Context: an optimization exercise on an open-source flow, tuned for small area. The choices shown serve that exercise and are no tape-out recipe.
At most, simulation tests tie the RTL to the original design; equivalence was not proved.
No functional check of the RTL was part of run 4.
The clock port is modelled as an ideal driver; clocking choices that lean on that would not hold on a real chip.
Power is estimated from default activity; no workload was simulated.

**flow/flow/synth_abc.tcl**
```tcl
# The standard flow's synthesis script, with ABC run on an area-oriented script of our
# own (AREA_ABC_SCRIPT) in place of ORFS's: every other argument, the
# dont_use list included, is kept.
proc abc {args} {
  set i [lsearch -exact $args -script]
  if {$i >= 0} {
    set args [lreplace $args $i [expr {$i + 1}] -script $::env(AREA_ABC_SCRIPT)]
  }
  yosys abc {*}$args
}
source $::env(FLOW_SYNTH)
```
**flow/config.mk**
```make
export PLATFORM = sky130hd
export DESIGN_NAME = fifo
export DESIGN_NICKNAME = fifo
export VERILOG_FILES = /design/flow/design.v
export SDC_FILE = /design/flow/constraint.sdc
export NUM_CORES = 4
export LEC_CHECK = 0
export ABC_AREA = 0
export CAP_MARGIN = 0
export CORE_MARGIN = 2
export CORE_UTILIZATION = 70
export PLACE_DENSITY = 0.85
export SLEW_MARGIN = 0
export SYNTH_HIERARCHICAL = 1
export SYNTH_MINIMUM_KEEP_SIZE = 0
```
**flow/flow/area.abc**
```
&get -n
&st
&dch
&nf -a
&put
```
**flow/constraint.sdc**
```tcl
create_clock -name core_clock -period 5.0 [get_ports {clk}]
set_input_delay 1.0000 -clock core_clock [delete_from_list [all_inputs] [get_ports {clk}]]
set_output_delay 1.0000 -clock core_clock [all_outputs]
set_load 0.01 [all_outputs]
```
**flow/flow/downsize.tcl**
```tcl
# Swap each logic and clock-tree cell for the smallest cell of its family
# (same function, lower drive) that keeps slew, capacitance and timing
# within margins. Reads and writes the odb named by DS_ODB.
set plat $::env(FLOW_HOME)/platforms/sky130hd
read_liberty $plat/lib/sky130_fd_sc_hd__tt_025C_1v80.lib
read_db $::env(DS_ODB)
read_sdc $::env(DS_SDC)
source $plat/setRC.tcl
set_propagated_clock [all_clocks]
estimate_parasitics -placement

proc envor {name def} { if {[info exists ::env($name)]} { return $::env($name) } { return $def } }
set clk_slew_max [envor DS_CLK_SLEW 0.110]
set slew_frac [envor DS_SLEW_FRAC 0.2]
set setup_min [envor DS_SETUP 0.3]
set hold_min [envor DS_HOLD 0.1]

proc max_clk_slew {} {
  set mx 0
  foreach p [get_pins -hierarchical */CLK] {
    set s [get_property $p slew_max]
    if {$s > $mx} { set mx $s }
  }
  return $mx
}

proc design_ok {} {
  global clk_slew_max slew_frac cap_frac setup_min hold_min
  estimate_parasitics -placement
  if {[sta::max_slew_violation_count] > 0} { return 0 }
  if {[sta::max_capacitance_violation_count] > 0} { return 0 }
  if {[sta::max_slew_check_slack_limit] < $slew_frac} { return 0 }
  if {[sta::max_capacitance_check_slack_limit] < $cap_frac} { return 0 }
  if {[sta::worst_slack_cmd max] < $setup_min * 1e-9} { return 0 }
  if {[sta::worst_slack_cmd min] < $hold_min * 1e-9} { return 0 }
  if {[max_clk_slew] > $clk_slew_max} { return 0 }
  return 1
}

# never demand more than the layout already has
estimate_parasitics -placement
set clk_slew_max [expr {max($clk_slew_max, [max_clk_slew])}]
set slew_frac [expr {min($slew_frac, [sta::max_slew_check_slack_limit])}]
set cap_frac [expr {min($slew_frac, [sta::max_capacitance_check_slack_limit])}]
set setup_min [expr {min($setup_min, [sta::worst_slack_cmd max] * 1e9)}]
set hold_min [expr {min($hold_min, [sta::worst_slack_cmd min] * 1e9)}]
puts "limits: clk slew $clk_slew_max slew frac $slew_frac setup $setup_min hold $hold_min"
puts "start: ok=[design_ok] clk slew [max_clk_slew] setup [sta::worst_slack_cmd max] hold [sta::worst_slack_cmd min]"
set saved 0.0
foreach inst [get_cells *] {
  set m [get_property $inst ref_name]
  if {![regexp {^(sky130_fd_sc_hd__[a-z0-9]+)_([0-9]+)$} $m -> base drv]} { continue }
  if {[string match "*df*" $base] || [string match "*tap*" $base] || [string match "*fill*" $base] || [string match "*decap*" $base] || [string match "*conb*" $base]} { continue }
  set a0 [get_property [get_lib_cells $m] area]
  set cands {}
  foreach lc [get_lib_cells ${base}_*] {
    set n [get_name $lc]
    if {![regexp "^${base}_\[0-9\]+\$" $n]} { continue }
    if {[get_property $lc dont_use]} { continue }
    set a [get_property $lc area]
    if {$a < $a0} { lappend cands [list $a $n] }
  }
  foreach c [lsort -real -index 0 $cands] {
    lassign $c a n
    replace_cell $inst $n
    if {[design_ok]} {
      set saved [expr {$saved + $a0 - $a}]
      puts "downsized [get_full_name $inst] $m -> $n"
      break
    }
    replace_cell $inst $m
  }
}
estimate_parasitics -placement
puts "end: saved $saved um2, clk slew [max_clk_slew] setup [sta::worst_slack_cmd max] hold [sta::worst_slack_cmd min]"
write_db $::env(DS_ODB)
```
**flow/standard.sh**
```bash
#!/bin/bash
# synth_recipe.tcl (not shown) runs the flow's synth.tcl, then flattens the netlist and writes it again
# the make line also repeats each setting of config.mk as NAME=value (left out here)
make -C /OpenROAD-flow-scripts/flow DESIGN_CONFIG=/design/flow/config.mk WORK_HOME=/design/flow/orfs CLKGATE_MAP_FILE= SYNTH_SCRIPT=/design/flow/synth_recipe.tcl "${@:-finish}"
```
**flow/flow/run.sh**
```bash
#!/bin/bash
# Standard ORFS layout with these changes:
# - synthesis is the standard flow's, but ABC maps with an area-oriented script
#   (flow/area.abc) instead of ORFS's speed script;
# - the ports get the smallest buffer;
# - the clock tree uses small buffers and no dummy loads;
# - after CTS, cells are swapped for lower-drive ones of the same
#   function where slew, capacitance and timing stay within margins.
set -euo pipefail
export FLOW_SYNTH=$PWD/synth_recipe.tcl
export AREA_ABC_SCRIPT=$PWD/flow/area.abc
export BUFFER_PORTS_ARGS="-buffer_cell sky130_fd_sc_hd__buf_1"
export CTS_ARGS="-sink_clustering_enable -repair_clock_nets -dont_use_dummy_load -buf_list {sky130_fd_sc_hd__clkbuf_4} -sink_clustering_size 10 -sink_clustering_max_diameter 100"
SYN=SYNTH_SCRIPT=$PWD/flow/synth_abc.tcl
bash standard.sh $SYN cts > standard_cts.log 2>&1
R=orfs/results/sky130hd/fifo/base
DS_SLEW_FRAC=0.1 DS_ODB=$R/4_cts.odb DS_SDC=$R/4_cts.sdc openroad -no_init -exit flow/downsize.tcl > downsize.log 2>&1
bash standard.sh $SYN finish > standard.log 2>&1
```
**flow/design.v**
```verilog
module fifo (
	input [31:0] DI,
	input	RE,
	input	WE,
	input   clk,
	input	rst,
	output	[31:0] res,
	output	read_valid,
	output	r_err,
	output	w_err
);
	reg  [2:0]  rp, wp;
	reg         lastw;
	reg  [31:0] mem [0:7];
	reg  [31:0] res_r;
	reg         rv_r;
	wire eq    = (rp == wp);
	wire empty = eq & ~lastw;
	wire full  = eq & lastw;
	wire re_ok = RE & ~empty;
	wire we_ok = WE & (~full | RE);
	assign r_err = RE & empty;
	assign w_err = WE & full;
	assign read_valid = rv_r;
	assign res = res_r;
	always @(posedge clk) begin
		if (rst) begin
			rp <= 3'd0;
			wp <= 3'd0;
			lastw <= 1'b0;
			rv_r <= 1'b0;
		end else begin
			if (re_ok) rp <= rp + 3'd1;
			if (we_ok) wp <= wp + 3'd1;
			if (re_ok != we_ok) lastw <= we_ok;
			rv_r <= re_ok;
		end
	end
	always @(posedge clk)
		if (we_ok) mem[wp] <= DI;
	wire [7:0] sel;
	dec3 rdec (.a(rp), .y(sel));
	wire [31:0] n0, n1, n2;
	ao222n g0 (.a(mem[0]), .b(mem[1]), .c(mem[2]), .sa(sel[0]), .sb(sel[1]), .sc(sel[2]), .y(n0));
	ao222n g1 (.a(mem[3]), .b(mem[4]), .c(mem[5]), .sa(sel[3]), .sb(sel[4]), .sc(sel[5]), .y(n1));
	ao22n  g2 (.a(mem[6]), .b(mem[7]), .sa(sel[6]), .sb(sel[7]), .y(n2));
	always @(posedge clk)
		res_r <= ~(n0 & n1 & n2);
endmodule
module ao222n (
	input  [31:0] a, b, c,
	input         sa, sb, sc,
	output [31:0] y
);
	assign y = ~((a & {32{sa}}) | (b & {32{sb}}) | (c & {32{sc}}));
endmodule
module ao22n (
	input  [31:0] a, b,
	input         sa, sb,
	output [31:0] y
);
	assign y = ~((a & {32{sa}}) | (b & {32{sb}}));
endmodule
module dec3 (
	input  [2:0] a,
	output [7:0] y
);
	assign y = 8'd1 << a;
endmodule
```
==> results of run 1 <==
[per-module statistics from Yosys (local to each module, per instance)]
module  flip-flops and latches  copies in the design
fifo                       296                     1
ao222n                       0                     2
ao22n                        0                     1
dec3                         0                     1
[through the flow]
stage	instance area (sq um)	std cells	total power (W)
finish	10700	775	0.00457
global route	10700	774	0.00475
CTS	10800	774	0.00462
detailed placement	10500	739	0.00366
global placement	10500	739	0.00363
floorplan	9850	476	0.00338
[area by class of cell]
class	count	area, sq um
Multi-Input combinational cell	178	1410
Inverter	2	7.51
Clock buffer	35	250
Antenna cell	1	2.50
Fill cell	753	3120
Sequential cell	296	8490
Tap cell	180	225
Timing Repair Buffer	83	324
[synth_stat cells, types with 2 or more instances]
cell / number / area, sq um
clkinv_1: 2 / 7.51
and3_1: 3 / 18.8
nor2b_1: 2 / 12.5
dfxtp_1: 40 / 801
nor2_1: 10 / 37.5
xnor2_1: 5 / 43.8
nand2b_1: 2 / 12.5
nor3b_1: 3 / 22.5
a222oi_1: 64 / 641
and3b_1: 3 / 26.3
edfxtp_1: 256 / 7690
ha_1: 2 / 25.0
nand3_1: 32 / 160
nand2_1: 2 / 7.51
a22oi_1: 32 / 240
nor3_1: 8 / 40.0
a21oi_1: 2 / 10.0
[registers in the layout (all words and copies together) (netlist names)]
name	count
lastw	1
mem	256
res_r	32
rp	3
rv_r	1
wp	3
[metal layers]
metal | track usage, % | routed length (um) | up-vias
li1 | - | - | 2331
met1 | 34.1 | 6850 | 2640
met2 | 43.2 | 9690 | 309
met3 | 5.58 | 1740 | 40
met4 | 11.9 | 462 | 0
met5 | 0 | 0 | -
[kinds of logic (layout without fill, tap and decap cells)]
logic type	after synthesis	count (layout)	share of synthesized area, %
xor+xnor	5	5	0.444
compound gates	100	100	9.17
buf+inv	2	120	0.0762
fa+ha+maj	3	3	0.356
flops	296	296	86.1
other cells	0	1	0
mux	1	1	0.102
simple gates	69	69	3.71
[path summary, 6_finish.rpt]
kind	start	end	depth (start not counted)
max	wp[0]	mem[1][17]	6
min	DI[9]	mem[2][9]	1
max reg2reg	wp[0]	mem[1][17]	6
min reg2reg	mem[5][1]	res_r[1]	2
[power groups by stage]
| stage | registers (W) | logic, W | clock network [W] |
|---|---|---|---|
| 2_1_floorplan | 0.00308 | 0.000293 | 0 |
| 3_3_place_gp | 0.00301 | 0.000616 | 0 |
| 3_5_place_dp | 0.00303 | 0.000631 | 0 |
| 4_1_cts | 0.00297 | 0.000633 | 0.00101 |
| 5_1_grt | 0.00299 | 0.000677 | 0.00108 |
| 6_report | 0.00297 | 0.000624 | 0.000972 |
[placed cells by master, fill, tap and decap left out, drive strengths merged, types with 2 or more instances in the layout]
cell type  instances
a21oi              2
a222oi            64
a22oi             32
and3               3
and3b              3
buf               83
clkbuf            35
clkinv             2
dfxtp             40
edfxtp           256
ha                 2
nand2              2
nand2b             2
nand3             32
nor2              10
nor2b              2
nor3               8
nor3b              3
xnor2              5
==> reports/metrics.cfg, run 1 <==
[power_and_ir_drop]
seqPwrFrac_pct = 65.1
p_int_w = 0.00341
p_sw_share_pct = 25.3
power.switching_w = 0.00116
ir_drop_mv = 0.303
powerDensity_nw_per_um2 = 427
p_leak_nw = 3.33
combinationalPowerShare_pct = 13.7
clock_power_share_pct = 21.3

[yosys]
yosysWarnings = 7
syn_nets = 514
yosysSeqAreaShare_pct = 86.1
syn_avg_cell_area_sq_um = 20.7
syn-cell-area_sq_um = 9850
synth-edff-count = 256
ys_ff_latch = 296
ys_async_sr_fraction_pct = 0
synth-main-ff-cell = edfxtp_1
synth_cells = 476
ys_types = 25

[placed_design]
dp_worst_setup_slack_ns = 1.72
dp_hpwl_um = 10700
gp_congestion = 0.832
portBuffers = 70

[cells_and_area]
area_growth_pct = 8.62
drive_above_1_share_pct = 8.59
final_util_pct = 77.4
fin_nets = 634

[detailed_routing]
ant_nets = 0
wl_per_cell_um = 24.2
dr.pass1.iters = 8
route.detailed.drc = 0
routed_via_density = 6.86
wl_um = 18700
num_vias = 5320
drt-initial-drc-count = 903

[run]
cap_violations = 0

[cts]
htreeDepth = 2
clk_latency_ns = 1.00
cts_tree = done
cts.sinks = 296
clockBufferDepth = 3
postCtsSetupBuffers = 0
postCtsResizedCells = 0
cts_hold_buf = 0
cts.reportedPaths.clkPinSlew_ns = 0.10
numCtsBuffers = 35
cts_root_buf = clkbuf_4

[worst_setup_path]
end_kind = flop
cp.arrival_ns = 3.64
critPathKind = flop to flop
critical_path.top_delay_family = simple AND/OR/NAND/NOR gates
start_kind = flop
cp_cell_sequence = xnor2_1 > nand4_1 > o21a_1 > nand2_1 > nor3_2 > buf_2
critical_path_peak_fanout = 21
max_stage_delay_ns = 0.81
crit_required_ns = 5.49
timing.reg2reg.setup_slack_ns = 1.85
slowest_stage = nor3_2
cp.buffers_inverters = 1

[floorplanning]
core_sq_um = 13800
die_w_um = 123
row_count = 43
die_y_um = 123
initial_core_util_pct = 71.3
die-area_sq_um = 15000
ioPinCount = 71

[grt]
grt_pass1_vias = 5426
grt_pass1_wl_um = 28700
grt_max_degree = 33
gr-usage-all-layers_pct = 26.2
grt-ovfl-total = 0
antenna_found_initial = 1

[sta]
worst_slack_ns = 1.85
slew_viol_final = 0
fin_skew_ns = 0.165
fmax_mhz = 317
period_share_pct = 63.0
fin_hold_ws_ns = 0.362
tns_ns = 0
finalHoldViolCount = 0
fin_crit_ns = 3.15
worst_pin_slew_ns = 1.28
rsz0062_at_grt = false
slew_headroom_pct = 14.3
finalSetupViolCount = 0

[min_path]
hold_class = input pin to flop

[run_status]
status = finished clean

==> run 2, diff against run 1 <==
--- a/flow/flow/run.sh
+++ b/flow/flow/run.sh
@@ -15,4 +15,4 @@
 bash standard.sh $SYN cts > standard_cts.log 2>&1
 R=orfs/results/sky130hd/fifo/base
-DS_SLEW_FRAC=0.1 DS_ODB=$R/4_cts.odb DS_SDC=$R/4_cts.sdc openroad -no_init -exit flow/downsize.tcl > downsize.log 2>&1
+DS_SLEW_FRAC=0.03 DS_ODB=$R/4_cts.odb DS_SDC=$R/4_cts.sdc openroad -no_init -exit flow/downsize.tcl > downsize.log 2>&1
 bash standard.sh $SYN finish > standard.log 2>&1
--- a/flow/config.mk
+++ b/flow/config.mk
@@ -10,5 +10,4 @@
 export CORE_MARGIN = 2
 export CORE_UTILIZATION = 70
-export PLACE_DENSITY = 0.85
 export SLEW_MARGIN = 0
 export SYNTH_HIERARCHICAL = 1
==> reports/metrics.cfg, run 2 <==
[run_status]
status = finished clean  ; unchanged

[worst_setup_path]
start_kind = flop  ; unchanged
crit_required_ns = 5.53  ; was 5.49 ns
r2r-end = mem[2][2]  ; was mem[1][17]
timing.reg2reg.setup_slack_ns = 1.77  ; was 1.85 ns
max_stage_delay_ns = 1.00  ; was 0.81 ns
critPathKind = flop to flop  ; unchanged
crit_start = rp[0]  ; was wp[0]
r2r_cells = 5  ; was 6
end_kind = flop  ; unchanged
reg2reg_from = rp[0]  ; was wp[0]
cp-endpoint = mem[2][2]  ; was mem[1][17]
critical_path_peak_fanout = 19  ; was 21
cp.arrival_ns = 3.77  ; was 3.64 ns
cp_cell_sequence = xnor2_1 > nand4_1 > o21ai_0 > nor3_2 > clkbuf_2  ; was xnor2_1 > nand4_1 > o21a_1 > nand2_1 > nor3_2 > buf_2
slowest_stage = nor3_2  ; unchanged

[cells_and_area]
fin_area_sq_um = 10700  ; about the same
drive_above_1_share_pct = 8.04  ; was 8.59%
fin_nets = 637  ; was 634
final_common_cell = edfxtp_1  ; unchanged
final_util_pct = 77.5  ; was 77.4%
regMostFlops = mem  ; unchanged
largest_reg_flops = 256  ; unchanged
reg_top3 = mem (256), res_r (32)  ; unchanged
layout_common_cells = 256 x edfxtp_1, 76 x buf_1, 64 x a222oi_1  ; was 256 x edfxtp_1, 73 x buf_1, 64 x a222oi_1
area_growth_pct = 8.70  ; was 8.62%

[cts]
postCtsSetupBuffers = 0  ; unchanged
numCtsBuffers = 35  ; unchanged
cts_tree = done  ; unchanged
cts.sinks = 296  ; unchanged
cts_root_buf = clkbuf_4  ; unchanged
clk_latency_ns = 1.09  ; was 1.00 ns
cts.reportedPaths.clkPinSlew_ns = 0.11  ; was 0.10 ns
cts_hold_buf = 0  ; unchanged
clockBufferDepth = 3  ; unchanged
postCtsResizedCells = 0  ; unchanged
htreeDepth = 2  ; unchanged

[floorplanning]
die_y_um = 123  ; unchanged
die_w_um = 123  ; unchanged
initial_core_util_pct = 71.3  ; unchanged
ioPinCount = 71  ; unchanged
row_count = 43  ; unchanged
die-area_sq_um = 15000  ; unchanged
core_sq_um = 13800  ; unchanged

[yosys]
yosysSeqAreaShare_pct = 86.1  ; unchanged
ys_ff_latch = 296  ; unchanged
yosysTopAreaCell = edfxtp_1  ; unchanged
synth-main-ff-cell = edfxtp_1  ; unchanged
syn-cell-area_sq_um = 9850  ; unchanged
synth_fa_ha_area_share_pct = 0.356  ; unchanged
synth_xor_area_share_pct = 0.444  ; unchanged
synth-compound-area-share_pct = 9.17  ; unchanged
synth_most_common_cell = edfxtp_1  ; unchanged
syn_avg_cell_area_sq_um = 20.7  ; unchanged
syn_nets = 514  ; unchanged
ys_types = 25  ; unchanged
synth_area_leaders = edfxtp_1 78%, dfxtp_1 8.1%, a222oi_1 6.5%  ; unchanged
synthMuxAreaShare_pct = 0.102  ; unchanged
yosysWarnings = 7  ; unchanged
ys_top_cells_by_count = 256 x edfxtp_1, 64 x a222oi_1, 40 x dfxtp_1  ; unchanged
synthSimpleGateAreaFrac_pct = 3.71  ; unchanged
ys_async_sr_fraction_pct = 0  ; unchanged
synth_top_family_by_area = compound AO/OA/AOI/OAI gates  ; unchanged
synth_cells = 476  ; unchanged
synth-edff-count = 256  ; unchanged
synth_top_area_share_pct = 78.0  ; unchanged

[sta]
fmax_mhz = 309  ; was 317 MHz
finalSetupViolCount = 0  ; unchanged
finalHoldViolCount = 0  ; unchanged
fin_crit_ns = 3.23  ; was 3.15 ns
rsz0062_at_grt = false  ; unchanged
period_share_pct = 64.7  ; was 63.0%
slew_viol_final = 0  ; unchanged
slew_headroom_pct = 15.1  ; was 14.3%
tns_ns = 0  ; unchanged
fin_skew_ns = 0.191  ; was 0.165 ns
worst_pin_slew_ns = 1.27  ; was 1.28 ns

[run]
cap_violations = 0  ; unchanged

[grt]
grt_max_degree = 33  ; unchanged
gr-usage-all-layers_pct = 26.0  ; was 26.2%
grt-ovfl-total = 0  ; unchanged
grt_pass1_vias = 5204  ; was 5,426
grt_pass1_wl_um = 28700  ; about the same
antenna_found_initial = 1  ; unchanged

[placed_design]
place_area_sq_um = 10500  ; about the same
dp_hpwl_um = 10500  ; was 10,700 um
portBuffers = 70  ; unchanged
gp_congestion = 0.765  ; was 0.832

[power_and_ir_drop]
p_leak_nw = 3.32  ; was 3.33 nW
ir_drop_mv = 0.284  ; was 0.303 mV
powerDensity_nw_per_um2 = 427  ; about the same

[detailed_routing]
drt-initial-drc-count = 730  ; was 903
num_vias = 5305  ; was 5,320
wl_um = 19100  ; was 18,700 um
routed_via_density = 6.82  ; was 6.86
dr.pass1.iters = 8  ; unchanged
wl_per_cell_um = 24.5  ; was 24.2 um
route.detailed.drc = 0  ; unchanged
ant_nets = 0  ; unchanged

[min_path]
hold_class = input pin to flop  ; unchanged

==> run 2: final cells by class <==
| cell class | count | area, sq um |
|---|---|---|
| sequential | 296 | 8490 |
| fill | 776 | 3120 |
| multi-input combinational | 178 | 1400 |
| timing repair buffer | 86 | 342 |
| clock buffer | 35 | 245 |
| tap | 180 | 225 |
| inverter | 2 | 7.51 |
| antenna | 1 | 2.50 |
==> run 2: worst min path at each step <==
stage               from         end  cells after the start
2_1_floorplan  mem[5][0]    res_r[0]                      2
3_5_place_dp   mem[5][8]    res_r[8]                      2
4_1_cts        mem[5][2]    res_r[2]                      2
6_report          DI[22]  mem[0][22]                      1
5_1_grt           DI[25]  mem[0][25]                      1
3_3_place_gp   mem[5][8]    res_r[8]                      2
==> run 2: layer usage <==
metal	up-vias	global-route usage (%)	wire, um
met3	40	5.58	1530
met5	-	0	0
met2	285	41.4	9340
li1	2332	-	-
met4	0	8.69	448
met1	2648	36.8	7730
==> run 2: power breakdown <==
| part | switching (W) | leakage [nW] | internal, W | total, W |
|---|---|---|---|---|
| registers | 0.0000698 | 2.66 | 0.00290 | 0.00297 |
| logic | 0.000418 | 0.512 | 0.000216 | 0.000635 |
| clock network | 0.000683 | 0.147 | 0.000291 | 0.000975 |
| total | 0.00117 | 3.32 | 0.00340 | 0.00458 |
==> run 2: per-stage QoR <==
stage	total power, W	instances	hold WS [ns]	worst slack (ns)
floorplan	0.00338	476	0.440	0.202
global placement	0.00364	741	0.454	1.75
detailed placement	0.00367	741	0.463	1.70
CTS	0.00465	776	0.481	1.95
global route	0.00476	778	0.162	1.47
finish	0.00458	778	0.259	1.77
==> run 2: per-module statistics from Yosys, one instance, submodules excluded <==
module / cells / copies in the design / flip-flops and latches
ao222n: 32 / 2 / 0
ao22n: 32 / 1 / 0
fifo: 372 / 1 / 296
dec3: 8 / 1 / 0
==> run 2: cell families (layout without fill, tap and decap cells) <==
group / count (synthesis) / count (layout)
AOI/OAI and AO/OA: 100 / 100
DFF: 296 / 296
buffers and inverters: 2 / 123
other: 0 / 1
xor gates and xnor gates: 5 / 5
and+or+nand+nor: 69 / 69
adders and majority gates: 3 / 3
muxes: 1 / 1
==> run 2: critical path, delay by kind of cell, from the launching register on <==
kind | cells | cell delay [ns]
AOI/OAI and AO/OA | 1 | 0.27
xor gates and xnor gates | 1 | 0.14
buffers and inverters | 1 | 0.70
DFF | 1 | 0.57
and+or+nand+nor | 2 | 1.15
==> run 3, diff against run 2 <==
--- a/flow/flow/run.sh
+++ b/flow/flow/run.sh
@@ -11,8 +11,8 @@
 export AREA_ABC_SCRIPT=$PWD/flow/area.abc
 export BUFFER_PORTS_ARGS="-buffer_cell sky130_fd_sc_hd__buf_1"
-export CTS_ARGS="-sink_clustering_enable -repair_clock_nets -dont_use_dummy_load -buf_list {sky130_fd_sc_hd__clkbuf_4} -sink_clustering_size 10 -sink_clustering_max_diameter 100"
+export CTS_ARGS="-sink_clustering_enable -repair_clock_nets -dont_use_dummy_load -buf_list {sky130_fd_sc_hd__clkbuf_8} -sink_clustering_size 12 -sink_clustering_max_diameter 100"
 SYN=SYNTH_SCRIPT=$PWD/flow/synth_abc.tcl
 bash standard.sh $SYN cts > standard_cts.log 2>&1
 R=orfs/results/sky130hd/fifo/base
-DS_SLEW_FRAC=0.03 DS_ODB=$R/4_cts.odb DS_SDC=$R/4_cts.sdc openroad -no_init -exit flow/downsize.tcl > downsize.log 2>&1
+DS_SLEW_FRAC=0.1 DS_CLK_SLEW=0.118 DS_ODB=$R/4_cts.odb DS_SDC=$R/4_cts.sdc openroad -no_init -exit flow/downsize.tcl > downsize.log 2>&1
 bash standard.sh $SYN finish > standard.log 2>&1
==> reports/metrics.cfg, run 3 <==
[cells_and_area]
final_util_pct = 77.3  ; was 77.5%
drive_above_1_share_pct = 7.47  ; was 8.04%
fin_nets = 629  ; was 637
layout_common_cells = 256 x edfxtp_1, 75 x buf_1, 64 x a222oi_1  ; was 256 x edfxtp_1, 76 x buf_1, 64 x a222oi_1
final_common_cell = edfxtp_1  ; unchanged
fin_area_sq_um = 10700  ; about the same
largest_reg_flops = 256  ; unchanged
reg_top3 = mem (256), res_r (32)  ; unchanged
area_growth_pct = 8.52  ; was 8.70%
regMostFlops = mem  ; unchanged

[sta]
slew_viol_final = 0  ; unchanged
fmax_mhz = 308  ; was 309 MHz
worst_slack_ns = 1.75  ; was 1.77 ns
finalSetupViolCount = 0  ; unchanged
rsz0062_at_grt = false  ; unchanged
worst_pin_slew_ns = 1.25  ; was 1.27 ns
period_share_pct = 65.0  ; was 64.7%
slew_headroom_pct = 16.6  ; was 15.1%
finalHoldViolCount = 0  ; unchanged
fin_skew_ns = 0.155  ; was 0.191 ns
fin_crit_ns = 3.25  ; was 3.23 ns
tns_ns = 0  ; unchanged

[yosys]
ys_types = 25  ; unchanged
ys_ff_latch = 296  ; unchanged
syn-cell-area_sq_um = 9850  ; unchanged
yosysSeqAreaShare_pct = 86.1  ; unchanged
yosysTopAreaCell = edfxtp_1  ; unchanged
ys_top_cells_by_count = 256 x edfxtp_1, 64 x a222oi_1, 40 x dfxtp_1  ; unchanged
yosysWarnings = 7  ; unchanged
synth_most_common_cell = edfxtp_1  ; unchanged
ys_async_sr_fraction_pct = 0  ; unchanged
synth_cells = 476  ; unchanged
synth_top_area_share_pct = 78.0  ; unchanged
syn_avg_cell_area_sq_um = 20.7  ; unchanged
syn_nets = 514  ; unchanged
synth-main-ff-cell = edfxtp_1  ; unchanged
synth-edff-count = 256  ; unchanged
synth_area_leaders = edfxtp_1 78%, dfxtp_1 8.1%, a222oi_1 6.5%  ; unchanged

[worst_setup_path]
start_kind = flop  ; unchanged
critical_path_peak_fanout = 19  ; unchanged
crit_required_ns = 5.30  ; was 5.53 ns
r2r_cells = 5  ; unchanged
cp.arrival_ns = 3.55  ; was 3.77 ns
timing.reg2reg.setup_slack_ns = 1.75  ; was 1.77 ns
critPathKind = flop to flop  ; unchanged
reg2reg_from = rp[2]  ; was rp[0]
crit_start = rp[2]  ; was rp[0]
end_kind = flop  ; unchanged

[floorplanning]
die_w_um = 123  ; unchanged
core_sq_um = 13800  ; unchanged
ioPinCount = 71  ; unchanged
row_count = 43  ; unchanged
die-area_sq_um = 15000  ; unchanged
die_y_um = 123  ; unchanged
initial_core_util_pct = 71.3  ; unchanged

[grt]
grt_pass1_vias = 5127  ; was 5,204
grt_max_degree = 33  ; unchanged
gr-usage-all-layers_pct = 25.5  ; was 26.0%
antenna_found_initial = 1  ; unchanged
grt-ovfl-total = 0  ; unchanged
grt_pass1_wl_um = 28300  ; was 28,700 um

[cts]
htreeDepth = 1  ; was 2
clockBufferDepth = 3  ; unchanged
cts.sinks = 296  ; unchanged
cts_tree = done  ; unchanged
numCtsBuffers = 28  ; was 35
postCtsResizedCells = 0  ; unchanged
clk_latency_ns = 0.77  ; was 1.09 ns
cts_hold_buf = 0  ; unchanged
cts.reportedPaths.clkPinSlew_ns = 0.12  ; was 0.11 ns
cts_root_buf = clkbuf_8  ; was clkbuf_4
postCtsSetupBuffers = 0  ; unchanged

[power_and_ir_drop]
powerDensity_nw_per_um2 = 426  ; was 427 nW/um^2
p_int_w = 0.00341  ; was 0.00340 W
clock_power_share_pct = 21.0  ; was 21.3%
seqPwrFrac_pct = 65.1  ; was 64.8%
power.switching_w = 0.00115  ; was 0.00117 W
power_w = 0.00456  ; was 0.00458 W
p_sw_share_pct = 25.2  ; was 25.6%
ir_drop_mv = 0.295  ; was 0.284 mV
p_leak_nw = 3.31  ; was 3.32 nW
combinationalPowerShare_pct = 13.9  ; about the same

[detailed_routing]
wl_um = 18800  ; was 19,100 um
num_vias = 5258  ; was 5,305
ant_nets = 0  ; unchanged
routed_via_density = 6.83  ; was 6.82
dr.pass1.iters = 7  ; was 8
drt-initial-drc-count = 833  ; was 730
wl_per_cell_um = 24.4  ; was 24.5 um
route.detailed.drc = 0  ; unchanged

[placed_design]
portBuffers = 70  ; unchanged
dp_hpwl_um = 10500  ; unchanged
dp_worst_setup_slack_ns = 1.70  ; unchanged
place_area_sq_um = 10500  ; unchanged
gp_congestion = 0.765  ; unchanged

[min_path]
min_path_cells = 2  ; was 1
hold_class = flop to flop  ; was input pin to flop
hold_start = mem[5][3]  ; was DI[22]

[run_status]
status = finished clean  ; unchanged

[run]
cap_violations = 0  ; unchanged

-- run 3: cell counts after synthesis --
Identical to the previous run, type by type.
-- run 3: metal layers --
metal  global-route usage [%]  share of wire, %  vias up  wire length [um]
li1                         -                 -     2311                 -
met1                     36.7                40     2619              7530
met2                     41.3                50      297              9310
met3                     4.51               8.4       31              1590
met4                     7.04               2.0        0               367
met5                        0                 0        -                 0
-- run 3: layout make-up --
| type | instances | area, sq um |
|---|---|---|
| diodes | 1 | 2.50 |
| clock buffers | 28 | 238 |
| fillers | 768 | 3130 |
| inverters | 2 | 7.51 |
| multi-input cells | 178 | 1400 |
| flip-flops and latches | 296 | 8490 |
| well taps | 180 | 225 |
| repair buffers | 85 | 332 |
-- run 3: Yosys stat by module, one instance, submodules excluded --
module | flip-flops and latches | copies in the design | area (sq um)
fifo | 296 | 1 | 8910
ao22n | 0 | 1 | 240
dec3 | 0 | 1 | 60.1
ao222n | 0 | 2 | 320
-- run 3: path summary, 6_finish.rpt --
check                   end
setup / recovery  mem[2][6]
hold / removal     res_r[3]
setup reg to reg  mem[2][6]
hold reg to reg    res_r[3]
-- run 3: power by group through the flow --
| stage | logic (W) | clock network [W] | registers [W] |
|---|---|---|---|
| finish | 0.000634 | 0.000958 | 0.00297 |
| global route | 0.000688 | 0.00106 | 0.00299 |
| CTS | 0.000648 | 0.00120 | 0.00297 |
| detailed placement | 0.000645 | 0 | 0.00302 |
| global placement | 0.000632 | 0 | 0.00301 |
| floorplan | 0.000293 | 0 | 0.00308 |
-- run 3: metrics by stage --
step / std cells / hold slack [ns]
floorplan: 476 / 0.440
global placement: 741 / 0.454
detailed placement: 741 / 0.463
CTS: 769 / 0.479
global route: 770 / 0.464
finish: 770 / 0.461
-- run 3: critical path, cell delays in order, from the launching register on --
cell and delay [ns]:
dfxtp_1 0.56, xnor2_1 0.15, nand4_1 0.16, o21ai_0 0.25
nor3_2 0.98, buf_2 0.67
-- run 3: cell families after synthesis --
logic type               synth area share [%]
AO/OA/AOI/OAI                            9.17
XOR/XNOR                                0.444
adder cells (fa/ha/maj)                 0.356
buffers and inverters                  0.0762
flip-flops                               86.1
multiplexers                            0.102
AND/OR/NAND/NOR                          3.71
==> run 4, diff against run 3 <==
--- a/flow/design.v
+++ b/flow/design.v
@@ -12,5 +12,5 @@
 	reg  [2:0]  rp, wp;
 	reg         lastw;
-	reg  [31:0] mem [0:7];
+	reg  [255:0] mem;	 
 	reg  [31:0] res_r;
 	reg         rv_r;
@@ -37,12 +37,18 @@
 		end
 	end
+	wire [7:0] wsel;
+	dec3 wdec (.a(wp), .y(wsel));
+	wire [7:0] wen   = {8{we_ok}} & wsel;
+	wire [7:0] wen_n = ~wen;
+	wire [255:0] mem_nx;
+	hold8 hold (.d(DI), .q(mem), .we(wen), .we_n(wen_n), .y(mem_nx));
 	always @(posedge clk)
-		if (we_ok) mem[wp] <= DI;
+		mem <= mem_nx;
 	wire [7:0] sel;
 	dec3 rdec (.a(rp), .y(sel));
 	wire [31:0] n0, n1, n2;
-	ao222n g0 (.a(mem[0]), .b(mem[1]), .c(mem[2]), .sa(sel[0]), .sb(sel[1]), .sc(sel[2]), .y(n0));
-	ao222n g1 (.a(mem[3]), .b(mem[4]), .c(mem[5]), .sa(sel[3]), .sb(sel[4]), .sc(sel[5]), .y(n1));
-	ao22n  g2 (.a(mem[6]), .b(mem[7]), .sa(sel[6]), .sb(sel[7]), .y(n2));
+	ao222n g0 (.a(mem[31:0]), .b(mem[63:32]), .c(mem[95:64]), .sa(sel[0]), .sb(sel[1]), .sc(sel[2]), .y(n0));
+	ao222n g1 (.a(mem[127:96]), .b(mem[159:128]), .c(mem[191:160]), .sa(sel[3]), .sb(sel[4]), .sc(sel[5]), .y(n1));
+	ao22n  g2 (.a(mem[223:192]), .b(mem[255:224]), .sa(sel[6]), .sb(sel[7]), .y(n2));
 	always @(posedge clk)
 		res_r <= ~(n0 & n1 & n2);
@@ -68,2 +74,16 @@
 	assign y = 8'd1 << a;
 endmodule
+module hold8 (
+	input  [31:0]  d,
+	input  [255:0] q,
+	input  [7:0]   we,
+	input  [7:0]   we_n,
+	output [255:0] y
+);
+	genvar w;
+	generate
+		for (w = 0; w < 8; w = w + 1) begin : word
+			assign y[32*w +: 32] = (d & {32{we[w]}}) | (q[32*w +: 32] & {32{we_n[w]}});
+		end
+	endgenerate
+endmodule
--- a/flow/flow/run.sh
+++ b/flow/flow/run.sh
@@ -11,8 +11,8 @@
 export AREA_ABC_SCRIPT=$PWD/flow/area.abc
 export BUFFER_PORTS_ARGS="-buffer_cell sky130_fd_sc_hd__buf_1"
-export CTS_ARGS="-sink_clustering_enable -repair_clock_nets -dont_use_dummy_load -buf_list {sky130_fd_sc_hd__clkbuf_8} -sink_clustering_size 12 -sink_clustering_max_diameter 100"
+export CTS_ARGS="-sink_clustering_enable -repair_clock_nets -dont_use_dummy_load -buf_list {sky130_fd_sc_hd__clkbuf_4} -sink_clustering_size 10 -sink_clustering_max_diameter 100"
 SYN=SYNTH_SCRIPT=$PWD/flow/synth_abc.tcl
 bash standard.sh $SYN cts > standard_cts.log 2>&1
 R=orfs/results/sky130hd/fifo/base
-DS_SLEW_FRAC=0.1 DS_CLK_SLEW=0.118 DS_ODB=$R/4_cts.odb DS_SDC=$R/4_cts.sdc openroad -no_init -exit flow/downsize.tcl > downsize.log 2>&1
+DS_SLEW_FRAC=0.1 DS_ODB=$R/4_cts.odb DS_SDC=$R/4_cts.sdc openroad -no_init -exit flow/downsize.tcl > downsize.log 2>&1
 bash standard.sh $SYN finish > standard.log 2>&1
==> reports/metrics.cfg, run 4 <==
[cts]
cts_root_buf = clkbuf_4  ; was clkbuf_8
cts_hold_buf = 0  ; unchanged
clockBufferDepth = 3  ; unchanged
postCtsResizedCells = 0  ; unchanged
cts_tree = done  ; unchanged
clk_latency_ns = 0.90  ; was 0.77 ns
cts.sinks = 296  ; unchanged
htreeDepth = 2  ; was 1
numCtsBuffers = 35  ; was 28
postCtsSetupBuffers = 0  ; unchanged
cts.reportedPaths.clkPinSlew_ns = 0.11  ; was 0.12 ns

[power_and_ir_drop]
p_int_w = 0.00401  ; was 0.00341 W
powerDensity_nw_per_um2 = 553  ; was 426 nW/um^2
clock_power_share_pct = 17.5  ; was 21.0%
seqPwrFrac_pct = 59.6  ; was 65.1%
power.switching_w = 0.00176  ; was 0.00115 W
power_w = 0.00577  ; was 0.00456 W
combinationalPowerShare_pct = 22.9  ; was 13.9%
p_leak_nw = 4.16  ; was 3.31 nW
p_sw_share_pct = 30.5  ; was 25.2%
ir_drop_mv = 0.307  ; was 0.295 mV

[detailed_routing]
wl_per_cell_um = 25.6  ; was 24.4 um
dr.pass1.iters = 9  ; was 7
ant_nets = 0  ; unchanged
route.detailed.drc = 0  ; unchanged
routed_via_density = 7.50  ; was 6.83
drt-initial-drc-count = 1193  ; was 833
wl_um = 26900  ; was 18,800 um
num_vias = 7864  ; was 5,258

[cells_and_area]
multi_input_area_sq_um = 3630  ; was 1400 sq um
drive_above_1_share_pct = 5.84  ; was 7.47%
fin_cells = 1049  ; was 770
seqCellArea_sq_um = 5930  ; was 8490 sq um
layout_common_cells = 296 x dfxtp_1, 256 x a22o_1, 78 x buf_1  ; was 256 x edfxtp_1, 75 x buf_1, 64 x a222oi_1
largest_reg_flops = 256  ; unchanged
area_growth_pct = 8.83  ; was 8.52%
reg_top3 = mem (256), res_r (32)  ; unchanged
antenna_cells = 0  ; was 1
regMostFlops = mem  ; unchanged
fill_cells = 884  ; was 768
final_common_cell = dfxtp_1  ; was edfxtp_1
fin_nets = 913  ; was 629
final_util_pct = 78.5  ; was 77.3%

[yosys]
yosysTopAreaCell = dfxtp_1  ; was edfxtp_1
synth_top_area_share_pct = 61.8  ; was 78.0%
ys_types = 21  ; was 25
synthSimpleGateAreaFrac_pct = 4.08  ; was 3.71%
synth_most_common_cell = dfxtp_1  ; was edfxtp_1
ys_async_sr_fraction_pct = 0  ; unchanged
syn-cell-area_sq_um = 9590  ; was 9850 sq um
yosysWarnings = 7  ; unchanged
syn_nets = 782  ; was 514
yosysSeqAreaShare_pct = 61.8  ; was 86.1%
synth_cells = 744  ; was 476
synth_top_family_by_area = compound AO/OA/AOI/OAI gates  ; unchanged
synth_fa_ha_area_share_pct = 0.261  ; was 0.356%
synth-compound-area-share_pct = 32.9  ; was 9.17%
synth-main-ff-cell = dfxtp_1  ; was edfxtp_1
synth-edff-count = 0  ; was 256
synth_area_leaders = dfxtp_1 62%, a22o_1 23%, a222oi_1 6.7%  ; was edfxtp_1 78%, dfxtp_1 8.1%, a222oi_1 6.5%
ys_top_cells_by_count = 296 x dfxtp_1, 256 x a22o_1, 64 x a222oi_1  ; was 256 x edfxtp_1, 64 x a222oi_1, 40 x dfxtp_1
synth_xor_area_share_pct = 0.457  ; was 0.444%
ys_ff_latch = 296  ; unchanged
syn_avg_cell_area_sq_um = 12.9  ; was 20.7 sq um
synthMuxAreaShare_pct = 0.104  ; was 0.102%

[sta]
tns_ns = 0  ; unchanged
worst_pin_slew_ns = 1.32  ; was 1.25 ns
fmax_mhz = 267  ; was 308 MHz
finalHoldViolCount = 0  ; unchanged
period_share_pct = 74.9  ; was 65.0%
rsz0062_at_grt = false  ; unchanged
worst_slack_ns = 1.25  ; was 1.75 ns
fin_skew_ns = 0.0962  ; was 0.155 ns
slew_headroom_pct = 11.3  ; was 16.6%
fin_crit_ns = 3.75  ; was 3.25 ns
finalSetupViolCount = 0  ; unchanged
slew_viol_final = 0  ; unchanged

[worst_setup_path]
critical_path_peak_fanout = 33  ; was 19
start_kind = flop  ; unchanged
cp.arrival_ns = 4.48  ; was 3.55 ns
crit_required_ns = 5.73  ; was 5.30 ns
critPathKind = flop to flop  ; unchanged
end_kind = flop  ; unchanged

[floorplanning]
initial_core_util_pct = 72.1  ; was 71.3%
core_sq_um = 13300  ; was 13,800 sq um
die_w_um = 121  ; was 123 um
die_y_um = 121  ; was 123 um
die-area_sq_um = 14700  ; was 15,000 sq um
ioPinCount = 71  ; unchanged
row_count = 42  ; was 43

[min_path]
hold_class = input pin to flop  ; was flop to flop

[grt]
grt_max_degree = 34  ; was 33
antenna_found_initial = 0  ; was 1
grt_pass1_vias = 7851  ; was 5,127
grt_pass1_wl_um = 42300  ; was 28,300 um
grt-ovfl-total = 0  ; unchanged
gr-usage-all-layers_pct = 36.6  ; was 25.5%

[run_status]
status = finished clean  ; unchanged

[placed_design]
portBuffers = 70  ; unchanged
dp_hpwl_um = 15200  ; was 10,500 um
dp_worst_setup_slack_ns = 1.49  ; was 1.70 ns
gp_congestion = 0.807  ; was 0.765
dp_cells = 1014  ; was 741

[run]
cap_violations = 0  ; unchanged

-- run 4: changes by cell type in the layout (fill, tap and decap cells not counted), sizes merged, moves of 2 or more --
cell and change:
nor3b +3, and3b +3, nand2b -2, edfxtp -256, a22o +256, nor2b -2
buf +9, nand2 +6, nor2 -4, clkbuf +7, clkinv +9, dfxtp +256
-- run 4: logic make-up after synthesis --
group / count (synthesis)
fa+ha+maj: 2
buf+inv: 11
compound gates: 357
mux: 1
flops: 296
xor+xnor: 5
simple gates: 72
-- run 4: final timing paths --
| kind | end | depth (start not counted) | start | slack, ns |
|---|---|---|---|---|
| max | mem[194] | 7 | rp[0] | 1.25 |
| min | rv_r | 3 | RE | 0.44 |
| max reg2reg | mem[194] | 7 | rp[0] | 1.25 |
| min reg2reg | mem[229] | 1 | mem[229] | 0.48 |
-- run 4: per-layer routing --
| metal | vias up | GRT usage [%] | routed length, um |
|---|---|---|---|
| met2 | 516 | 56.8 | 12400 |
| met4 | 0 | 15.5 | 727 |
| met1 | 3872 | 50.3 | 10800 |
| met3 | 67 | 7.28 | 3000 |
| met5 | - | 0 | 0 |
| li1 | 3409 | - | - |
-- run 4: cell type report --
cell class	count	area share [%]
inverters	11	0.396
multi-input cells	437	34.8
clock buffers	35	2.39
flip-flops and latches	296	56.8
well taps	176	2.11
repair buffers	94	3.57
-- run 4: critical path, stage by stage, from the launching register on --
cell      delay (ns)
dfxtp_1         0.59
xnor2_1         0.18
nand4_1         0.16
o21a_1          0.34
nand2_1         0.12
buf_2           0.58
clkinv_1        1.09
a22o_1          0.55
-- run 4: power groups by stage --
| stage | logic [W] | registers (W) | clock network [W] |
|---|---|---|---|
| after floorplan | 0.000845 | 0.00342 | 0 |
| after global placement | 0.00126 | 0.00342 | 0 |
| after detailed placement | 0.00131 | 0.00347 | 0 |
| after CTS | 0.00132 | 0.00342 | 0.00104 |
| after global routing | 0.00142 | 0.00350 | 0.00110 |
| final | 0.00132 | 0.00344 | 0.00101 |
-- run 4: per-module statistics from Yosys, one instance, submodules excluded --
module	times used	flops+latches
hold8	1	0
ao22n	1	0
fifo	1	296
ao222n	2	0
dec3	2	0
-- run 4: metrics by stage --
step	instance area, sq um	hold slack [ns]
final	10400	0.435
after global placement	10300	0.452
after global routing	10400	0.460
after detailed placement	10300	0.454
after CTS	10500	0.483
after floorplan	9590	0.439
==> run 5, diff against run 4 <==
--- a/flow/design.v
+++ b/flow/design.v
@@ -37,7 +37,5 @@
 		end
 	end
-	wire [7:0] wsel;
-	dec3 wdec (.a(wp), .y(wsel));
-	wire [7:0] wen   = {8{we_ok}} & wsel;
+	wire [7:0] wen   = {8{we_ok}} & (8'd1 << wp);
 	wire [7:0] wen_n = ~wen;
 	wire [255:0] mem_nx;
==> reports/metrics.cfg, run 5 <==
[placed_design]
gp_congestion = 0.810  ; was 0.807
dp_hpwl_um = 14400  ; was 15,200 um
portBuffers = 70  ; unchanged
dp_cells = 1006  ; was 1,014

[yosys]
synth_most_common_cell = dfxtp_1  ; unchanged
ys_top_cells_by_count = 296 x dfxtp_1, 256 x a22o_1, 64 x a222oi_1  ; unchanged
synth-main-ff-cell = dfxtp_1  ; unchanged
ys_types = 21  ; unchanged
syn_nets = 786  ; was 782
ys_ff_latch = 296  ; unchanged
yosysWarnings = 7  ; unchanged
synth_top_area_share_pct = 61.7  ; was 61.8%
synth-edff-count = 0  ; unchanged
ys_async_sr_fraction_pct = 0  ; unchanged
synth_area_leaders = dfxtp_1 62%, a22o_1 23%, a222oi_1 6.7%  ; unchanged
yosysSeqAreaShare_pct = 61.7  ; was 61.8%
yosysTopAreaCell = dfxtp_1  ; unchanged
syn_avg_cell_area_sq_um = 12.9  ; about the same
syn-cell-area_sq_um = 9610  ; was 9590 sq um
synth_cells = 743  ; was 744

[detailed_routing]
wl_um = 26500  ; was 26,900 um
wl_per_cell_um = 25.4  ; was 25.6 um
dr.pass1.iters = 6  ; was 9
num_vias = 7902  ; was 7,864
routed_via_density = 7.58  ; was 7.50
ant_nets = 0  ; unchanged
drt-initial-drc-count = 1023  ; was 1,193
route.detailed.drc = 0  ; unchanged

[floorplanning]
die_y_um = 121  ; about the same
core_sq_um = 13300  ; about the same
ioPinCount = 71  ; unchanged
die_w_um = 121  ; about the same
row_count = 42  ; unchanged
initial_core_util_pct = 72.0  ; was 72.1%
die-area_sq_um = 14700  ; about the same

[cells_and_area]
largest_reg_flops = 256  ; unchanged
area_growth_pct = 8.49  ; was 8.83%
drive_above_1_share_pct = 5.55  ; was 5.84%
fin_nets = 910  ; was 913
layout_common_cells = 296 x dfxtp_1, 256 x a22o_1, 73 x buf_1  ; was 296 x dfxtp_1, 256 x a22o_1, 78 x buf_1
regMostFlops = mem  ; unchanged
fin_cells = 1042  ; was 1,049
reg_top3 = mem (256), res_r (32)  ; unchanged
final_common_cell = dfxtp_1  ; unchanged

[worst_setup_path]
crit_required_ns = 5.85  ; was 5.73 ns
r2r-end = mem[214]  ; was mem[194]
cp.arrival_ns = 4.85  ; was 4.48 ns
critPathKind = flop to flop  ; unchanged
crit_start = rp[0]  ; unchanged
end_kind = flop  ; unchanged
cp-endpoint = mem[214]  ; was mem[194]
r2r_cells = 7  ; unchanged
reg2reg_from = rp[0]  ; unchanged
start_kind = flop  ; unchanged
timing.reg2reg.setup_slack_ns = 1.01  ; was 1.25 ns
critical_path_peak_fanout = 33  ; unchanged

[grt]
antenna_found_initial = 1  ; was 0
gr-usage-all-layers_pct = 36.0  ; was 36.6%
grt-ovfl-total = 0  ; unchanged
grt_pass1_wl_um = 41700  ; was 42,300 um
grt_max_degree = 34  ; unchanged
grt_pass1_vias = 7817  ; was 7,851

[cts]
clockBufferDepth = 3  ; unchanged
postCtsResizedCells = 0  ; unchanged
cts.reportedPaths.clkPinSlew_ns = 0.10  ; was 0.11 ns
numCtsBuffers = 35  ; unchanged
clk_latency_ns = 1.09  ; was 0.90 ns
cts_root_buf = clkbuf_4  ; unchanged
cts_hold_buf = 0  ; unchanged
cts_tree = done  ; unchanged
htreeDepth = 2  ; unchanged
postCtsSetupBuffers = 0  ; unchanged
cts.sinks = 296  ; unchanged

[run]
cap_violations = 0  ; unchanged

[power_and_ir_drop]
seqPwrFrac_pct = 60.5  ; was 59.6%
clock_power_share_pct = 16.3  ; was 17.5%
ir_drop_mv = 0.462  ; was 0.307 mV
powerDensity_nw_per_um2 = 594  ; was 553 nW/um^2
p_int_w = 0.00432  ; was 0.00401 W
combinationalPowerShare_pct = 23.1  ; was 22.9%
p_leak_nw = 4.27  ; was 4.16 nW
power.switching_w = 0.00188  ; was 0.00176 W
p_sw_share_pct = 30.4  ; was 30.5%

[sta]
period_share_pct = 79.9  ; was 74.9%
rsz0062_at_grt = false  ; unchanged
fin_crit_ns = 3.99  ; was 3.75 ns
worst_pin_slew_ns = 1.34  ; was 1.32 ns
slew_viol_final = 0  ; unchanged
tns_ns = 0  ; unchanged
finalSetupViolCount = 0  ; unchanged
finalHoldViolCount = 0  ; unchanged
fin_hold_ws_ns = 0.320  ; was 0.435 ns
fin_skew_ns = 0.131  ; was 0.0962 ns
fmax_mhz = 250  ; was 267 MHz
slew_headroom_pct = 11.0  ; was 11.3%

[run_status]
status = finished clean  ; unchanged

[min_path]
min_path_cells = 3  ; unchanged
hold_class = input pin to flop  ; unchanged

## run 5: power groups by stage
stage               Clock (W)  Combinational, W  Sequential [W]
CTS                   0.00105           0.00143         0.00373
global route          0.00111           0.00154         0.00383
detailed placement          0           0.00141         0.00377
finish                0.00101           0.00143         0.00375
floorplan                   0          0.000967         0.00370
global placement            0           0.00135         0.00373
## run 5: worst max-delay path, stage by stage, from the launching register on
cell      delay [ns]
dfxtp_1         0.54
xnor2_1         0.17
nand4_1         0.14
o21a_1          0.33
nand3_1         0.14
buf_2           0.65
clkinv_1        1.27
a22o_1          0.60
## run 5: how the worst min path moves through the flow
stage	startpoint	end	slack [ns]
detailed placement	mem[20]	mem[20]	0.45
CTS	mem[250]	mem[250]	0.48
floorplan	mem[159]	mem[159]	0.44
finish	RE	rv_r	0.32
global route	RE	rv_r	0.31
global placement	mem[232]	mem[232]	0.45
## run 5: cells by family (layout without fill, tap and decap cells)
kind of cell / Yosys count / in the layout / share of synthesized area [%]
compound gates: 357 / 357 / 32.8
xor+xnor: 5 / 5 / 0.456
fa+ha+maj: 7 / 7 / 0.911
buf+inv: 14 / 136 / 0.547
flops: 296 / 296 / 61.7
mux: 1 / 1 / 0.104
other cells: 0 / 1 / 0
simple gates: 63 / 63 / 3.49
## run 5: final cells by class
| class | instances | area, sq um |
|---|---|---|
| Multi-Input combinational cell | 433 | 3630 |
| Sequential cell | 296 | 5930 |
| Clock buffer | 35 | 246 |
| Tap cell | 176 | 220 |
| Fill cell | 895 | 2920 |
| Inverter | 14 | 52.6 |
| Timing Repair Buffer | 87 | 344 |
| Antenna cell | 1 | 2.50 |
## run 5: per-layer routing
layer | GRT usage (%) | routed length [um] | vias to the layer above
met1 | 48.9 | 10700 | 3877
met2 | 55.4 | 12000 | 551
met5 | 0 | 0 | -
met4 | 15.6 | 800 | 0
met3 | 8.27 | 2950 | 83
li1 | - | - | 3391
## run 5: per-module statistics from Yosys (local to each module, per instance)
module,cell area [sq um],cells inside,copies in the design,flops+latches
fifo,6430,383,1,296
hold8,2240,256,1,0
ao222n,320,32,2,0
ao22n,240,32,1,0
dec3,60.1,8,1,0
## run 5: stage by stage
step / util, % / total power, W / setup WS (ns) / instance area (sq um)
floorplan: - / 0.00467 / 1.72 / 9610
global placement: 76.7 / 0.00508 / 1.25 / 10200
detailed placement: 76.7 / 0.00518 / 1.20 / 10200
CTS: 78.7 / 0.00620 / 1.40 / 10500
global route: 78.1 / 0.00648 / 0.764 / 10400
finish: 78.1 / 0.00620 / 1.01 / 10400
==> run 6, diff against run 5 <==
==> flow/design.v (replaced) <==
module fifo (
	input [31:0] DI,
	input	RE,
	input	WE,
	input   clk,
	input	rst,
	output	[31:0] res,
	output	read_valid,
	output	r_err,
	output	w_err
);
	reg  [3:0]   count;		 
	reg  [255:0] mem;		 
	reg  [31:0]  res_r;
	reg          rv_r;
	wire empty = (count == 4'd0);
	wire full  = count[3];
	wire re_ok = RE & ~empty;
	wire we_ok = WE & (~full | RE);
	assign r_err = RE & empty;
	assign w_err = WE & full;
	assign read_valid = rv_r;
	assign res = res_r;
	always @(posedge clk) begin
		if (rst) begin
			count <= 4'd0;
			rv_r <= 1'b0;
		end else begin
			if (we_ok & ~re_ok) count <= count + 4'd1;
			if (re_ok & ~we_ok) count <= count - 4'd1;
			rv_r <= re_ok;
		end
	end
	wire [255:0] mem_nx;
	shift8 shift (.d(DI), .q(mem), .we(we_ok), .we_n(~we_ok), .y(mem_nx));
	always @(posedge clk)
		mem <= mem_nx;
	wire [7:0] dsel;
	dec3 rdec (.a(count[2:0]), .y(dsel));
	wire [7:0] sel = {dsel[0], dsel[7:1]};
	wire [31:0] n0, n1, n2;
	ao222n g0 (.a(mem[31:0]), .b(mem[63:32]), .c(mem[95:64]), .sa(sel[0]), .sb(sel[1]), .sc(sel[2]), .y(n0));
	ao222n g1 (.a(mem[127:96]), .b(mem[159:128]), .c(mem[191:160]), .sa(sel[3]), .sb(sel[4]), .sc(sel[5]), .y(n1));
	ao22n  g2 (.a(mem[223:192]), .b(mem[255:224]), .sa(sel[6]), .sb(sel[7]), .y(n2));
	always @(posedge clk)
		res_r <= ~(n0 & n1 & n2);
endmodule
module shift8 (
	input  [31:0]  d,
	input  [255:0] q,
	input          we,
	input          we_n,
	output [255:0] y
);
	wire [255:0] below = {q[223:0], d};
	assign y = (below & {256{we}}) | (q & {256{we_n}});
endmodule
module ao222n (
	input  [31:0] a, b, c,
	input         sa, sb, sc,
	output [31:0] y
);
	assign y = ~((a & {32{sa}}) | (b & {32{sb}}) | (c & {32{sc}}));
endmodule
module ao22n (
	input  [31:0] a, b,
	input         sa, sb,
	output [31:0] y
);
	assign y = ~((a & {32{sa}}) | (b & {32{sb}}));
endmodule
module dec3 (
	input  [2:0] a,
	output [7:0] y
);
	assign y = 8'd1 << a;
endmodule
==> reports/metrics.cfg, run 6 <==
[run_status]
status = finished clean  ; unchanged

[cells_and_area]
area_growth_pct = 8.51  ; was 8.49%
layout_common_cells = 293 x dfxtp_1, 256 x a22o_1, 74 x buf_1  ; was 296 x dfxtp_1, 256 x a22o_1, 73 x buf_1
fin_nets = 872  ; was 910
reg_top3 = mem (256), res_r (32), count (4)  ; was mem (256), res_r (32)
drive_above_1_share_pct = 5.30  ; was 5.55%
final_common_cell = dfxtp_1  ; unchanged
fin_cells = 1007  ; was 1,042
largest_reg_flops = 256  ; unchanged
regMostFlops = mem  ; unchanged

[yosys]
ys_top_cells_by_count = 293 x dfxtp_1, 256 x a22o_1, 64 x a222oi_1  ; was 296 x dfxtp_1, 256 x a22o_1, 64 x a222oi_1
synth_top_area_share_pct = 62.3  ; was 61.7%
synth_cells = 715  ; was 743
yosysTopAreaCell = dfxtp_1  ; unchanged
yosysSeqAreaShare_pct = 62.3  ; was 61.7%
ys_async_sr_fraction_pct = 0  ; unchanged
syn_nets = 755  ; was 786
syn_avg_cell_area_sq_um = 13.2  ; was 12.9 sq um
yosysWarnings = 7  ; unchanged
synth_area_leaders = dfxtp_1 62%, a22o_1 24%, a222oi_1 6.8%  ; was dfxtp_1 62%, a22o_1 23%, a222oi_1 6.7%
synth-edff-count = 0  ; unchanged
synth-main-ff-cell = dfxtp_1  ; unchanged
ys_types = 23  ; was 21
synth_most_common_cell = dfxtp_1  ; unchanged
syn-cell-area_sq_um = 9410  ; was 9610 sq um
ys_ff_latch = 293  ; was 296

[min_path]
worstHoldEndpoint = mem[40]  ; was rv_r
min_path_cells = 1  ; was 3
hold_class = flop to flop  ; was input pin to flop
hold_start = mem[8]  ; was RE

[sta]
slew_headroom_pct = 3.54  ; was 11.0%
fmax_mhz = 294  ; was 250 MHz
fin_skew_ns = 0.374  ; was 0.131 ns
fin_crit_ns = 3.40  ; was 3.99 ns
fin_hold_ws_ns = 0.209  ; was 0.320 ns
rsz0062_at_grt = false  ; unchanged
worst_pin_slew_ns = 1.45  ; was 1.34 ns
finalSetupViolCount = 0  ; unchanged
finalHoldViolCount = 0  ; unchanged
slew_viol_final = 0  ; unchanged
period_share_pct = 68.0  ; was 79.9%

[power_and_ir_drop]
power.switching_w = 0.00239  ; was 0.00188 W
ir_drop_mv = 0.521  ; was 0.462 mV
powerDensity_nw_per_um2 = 678  ; was 594 nW/um^2
seqPwrFrac_pct = 57.7  ; was 60.5%
p_int_w = 0.00453  ; was 0.00432 W
clock_power_share_pct = 14.2  ; was 16.3%
p_leak_nw = 4.06  ; was 4.27 nW
combinationalPowerShare_pct = 28.1  ; was 23.1%
p_sw_share_pct = 34.5  ; was 30.4%

[detailed_routing]
route.detailed.drc = 0  ; unchanged
dr.pass1.iters = 8  ; was 6
ant_nets = 0  ; unchanged
routed_via_density = 7.08  ; was 7.58
num_vias = 7127  ; was 7,902
drt-initial-drc-count = 946  ; was 1,023
wl_per_cell_um = 21.3  ; was 25.4 um
wl_um = 21500  ; was 26,500 um

[grt]
grt-ovfl-total = 0  ; unchanged
grt_pass1_vias = 6882  ; was 7,817
gr-usage-all-layers_pct = 29.2  ; was 36.0%
grt_pass1_wl_um = 34300  ; was 41,700 um
antenna_found_initial = 1  ; unchanged
grt_max_degree = 150  ; was 34

[run]
cap_violations = 0  ; unchanged

[worst_setup_path]
r2r-end = mem[209]  ; was mem[214]
critPathKind = flop to flop  ; unchanged
start_kind = flop  ; unchanged
timing.reg2reg.setup_slack_ns = 1.60  ; was 1.01 ns
cp_cell_sequence = clkinv_1 > o21ai_0 > buf_2 > buf_4 > a22o_1  ; was xnor2_1 > nand4_1 > o21a_1 > nand3_1 > buf_2 > clkinv_1 > a22o_1
cp.buffers_inverters = 3  ; was 2
end_kind = flop  ; unchanged
reg2reg_from = count[3]  ; was rp[0]
critical_path.top_delay_family = buffers and inverters  ; unchanged
r2r_cells = 5  ; was 7
crit_required_ns = 5.56  ; was 5.85 ns
max_stage_delay_ns = 1.00  ; was 1.27 ns
critical_path_peak_fanout = 92  ; was 33
cp.arrival_ns = 3.96  ; was 4.85 ns
slowest_stage = buf_2  ; was clkinv_1

[floorplanning]
core_sq_um = 13200  ; was 13,300 sq um
die-area_sq_um = 14400  ; was 14,700 sq um
row_count = 42  ; unchanged
initial_core_util_pct = 71.3  ; was 72.0%
die_w_um = 120  ; was 121 um
die_y_um = 120  ; was 121 um
ioPinCount = 71  ; unchanged

[placed_design]
portBuffers = 70  ; unchanged
dp_hpwl_um = 11800  ; was 14,400 um
gp_congestion = 0.782  ; was 0.810
dp_cells = 971  ; was 1,006

[cts]
cts.sinks = 293  ; was 296
cts.reportedPaths.clkPinSlew_ns = 0.11  ; was 0.10 ns
htreeDepth = 2  ; unchanged
numCtsBuffers = 35  ; unchanged
postCtsSetupBuffers = 0  ; unchanged
cts_hold_buf = 0  ; unchanged
clk_latency_ns = 0.94  ; was 1.09 ns
cts_tree = done  ; unchanged
postCtsResizedCells = 0  ; unchanged
clockBufferDepth = 3  ; unchanged
cts_root_buf = clkbuf_4  ; unchanged

[run 6: cell count changes in the layout (fill, tap and decap cells not counted), moves of 3 or more]
cell / before / now
dfxtp_1: 296 / 293
buf_2: 14 / 4
clkinv_1: 14 / 5
ha_1: 7 / 3
nor3_1: 5 / 2
xnor2_1: 5 / 1
and3_1: 4 / 0
[run 6: logic make-up (layout without fill, tap and decap cells)]
logic type | count (synthesis) | after routing | share of synthesized area, %
other | 0 | 1 | 0
XOR/XNOR | 3 | 3 | 0.279
AO/OA/AOI/OAI | 358 | 358 | 33.6
adder cells (fa/ha/maj) | 4 | 4 | 0.612
flip-flops | 293 | 293 | 62.3
buffers and inverters | 6 | 121 | 0.239
AND/OR/NAND/NOR | 50 | 50 | 2.85
multiplexers | 1 | 1 | 0.106
[run 6: layout make-up]
class | instances | area, sq um
tap | 176 | 220
timing repair buffer | 80 | 313
multi-input combinational | 416 | 3540
fill | 890 | 2980
sequential | 293 | 5870
antenna | 1 | 2.50
inverter | 6 | 27.5
clock buffer | 35 | 245
[run 6: modules after synthesis (local to each module, per instance)]
module	flip-flops and latches	times used	cells inside
ao22n	0	1	32
fifo	293	1	355
shift8	0	1	256
dec3	0	1	8
ao222n	0	2	32
[run 6: how the worst max path moves through the flow]
| stage | start | endpoint | cells after the start |
|---|---|---|---|
| floorplan | RE | mem[0] | 3 |
| global placement | RE | mem[122] | 5 |
| detailed placement | RE | mem[116] | 5 |
| CTS | count[1] | r_err | 3 |
| global route | count[3] | mem[209] | 5 |
| finish | count[3] | mem[209] | 5 |
[run 6: per-layer routing]
layer,global-route usage [%],routed length [um],vias to the layer above
li1,-,-,3291
met1,40.3,9200,3491
met2,46.3,10300,299
met3,4.85,1540,46
met4,10.9,424,0
met5,0,0,-
[run 6: power by group through the flow]
stage                     Sequential (W)  Clock, W  Combinational, W
after global placement           0.00394         0           0.00185
after detailed placement         0.00402         0           0.00195
after floorplan                  0.00387         0           0.00143
final                            0.00399  0.000982           0.00194
after global routing             0.00410   0.00109           0.00211
after CTS                        0.00398   0.00103           0.00196
[run 6: through the flow]
step / cell area, sq um / setup TNS (ns) / power (W) / util (%) / setup slack, ns
after global routing: 10200 / 0 / 0.00729 / 77.4 / 1.35
after detailed placement: 10000 / 0 / 0.00597 / 76.0 / 1.86
after floorplan: 9440 / -1280.43 / 0.00530 / - / -5.01
after global placement: 10000 / 0 / 0.00579 / 76.0 / 2.04
final: 10200 / 0 / 0.00692 / 77.4 / 1.60
after CTS: 10300 / 0 / 0.00697 / 78.0 / 2.12

-- re-timing with driven ports --
Ports are ideal in the flow. The routed layouts listed here were re-timed in OpenROAD.
Step 1: set_driving_cell puts a clkbuf_16 on clk and a buf_2 on each other input, an assumption about the parent block.
Step 2, shift: input delay + t, output delay - t, t = (earliest + latest rising clock arrival at the registers) / 2. This alone moves slack from input paths to output paths.
Slacks: ideal ports / drivers / drivers and shift; pairs: ideal ports / drivers.
| run | shift t [ns] | setup slack, ns | clock arrival spread, ns | pins driven straight from the clock port |
|---|---|---|---|---|
| run 1 | 0.950 | 1.848 / 1.838 / 1.456 | 0.165 / 0.165 | 1 |
| run 2 | 1.026 | 1.767 / 1.767 / 1.390 | 0.191 / 0.192 | 1 |
| run 3 | 0.730 | 1.752 / 1.752 / 1.520 | 0.159 / 0.158 | 1 |
| run 4 | 0.884 | 1.253 / 1.253 / 1.072 | 0.096 / 0.096 | 1 |
| run 5 | 1.062 | 1.006 / 1.006 / 0.685 | 0.132 / 0.132 | 1 |
| run 6 | 0.786 | 1.599 / 1.599 / 0.871 | 0.374 / 0.374 | 1 |
Clock arrivals are far apart in run 6, so t is only a midpoint there and step 2 fits no single register. For run 6, which loses most, drivers alone change the setup slack by 0.000 ns; drivers and shift together by -0.728 ns.
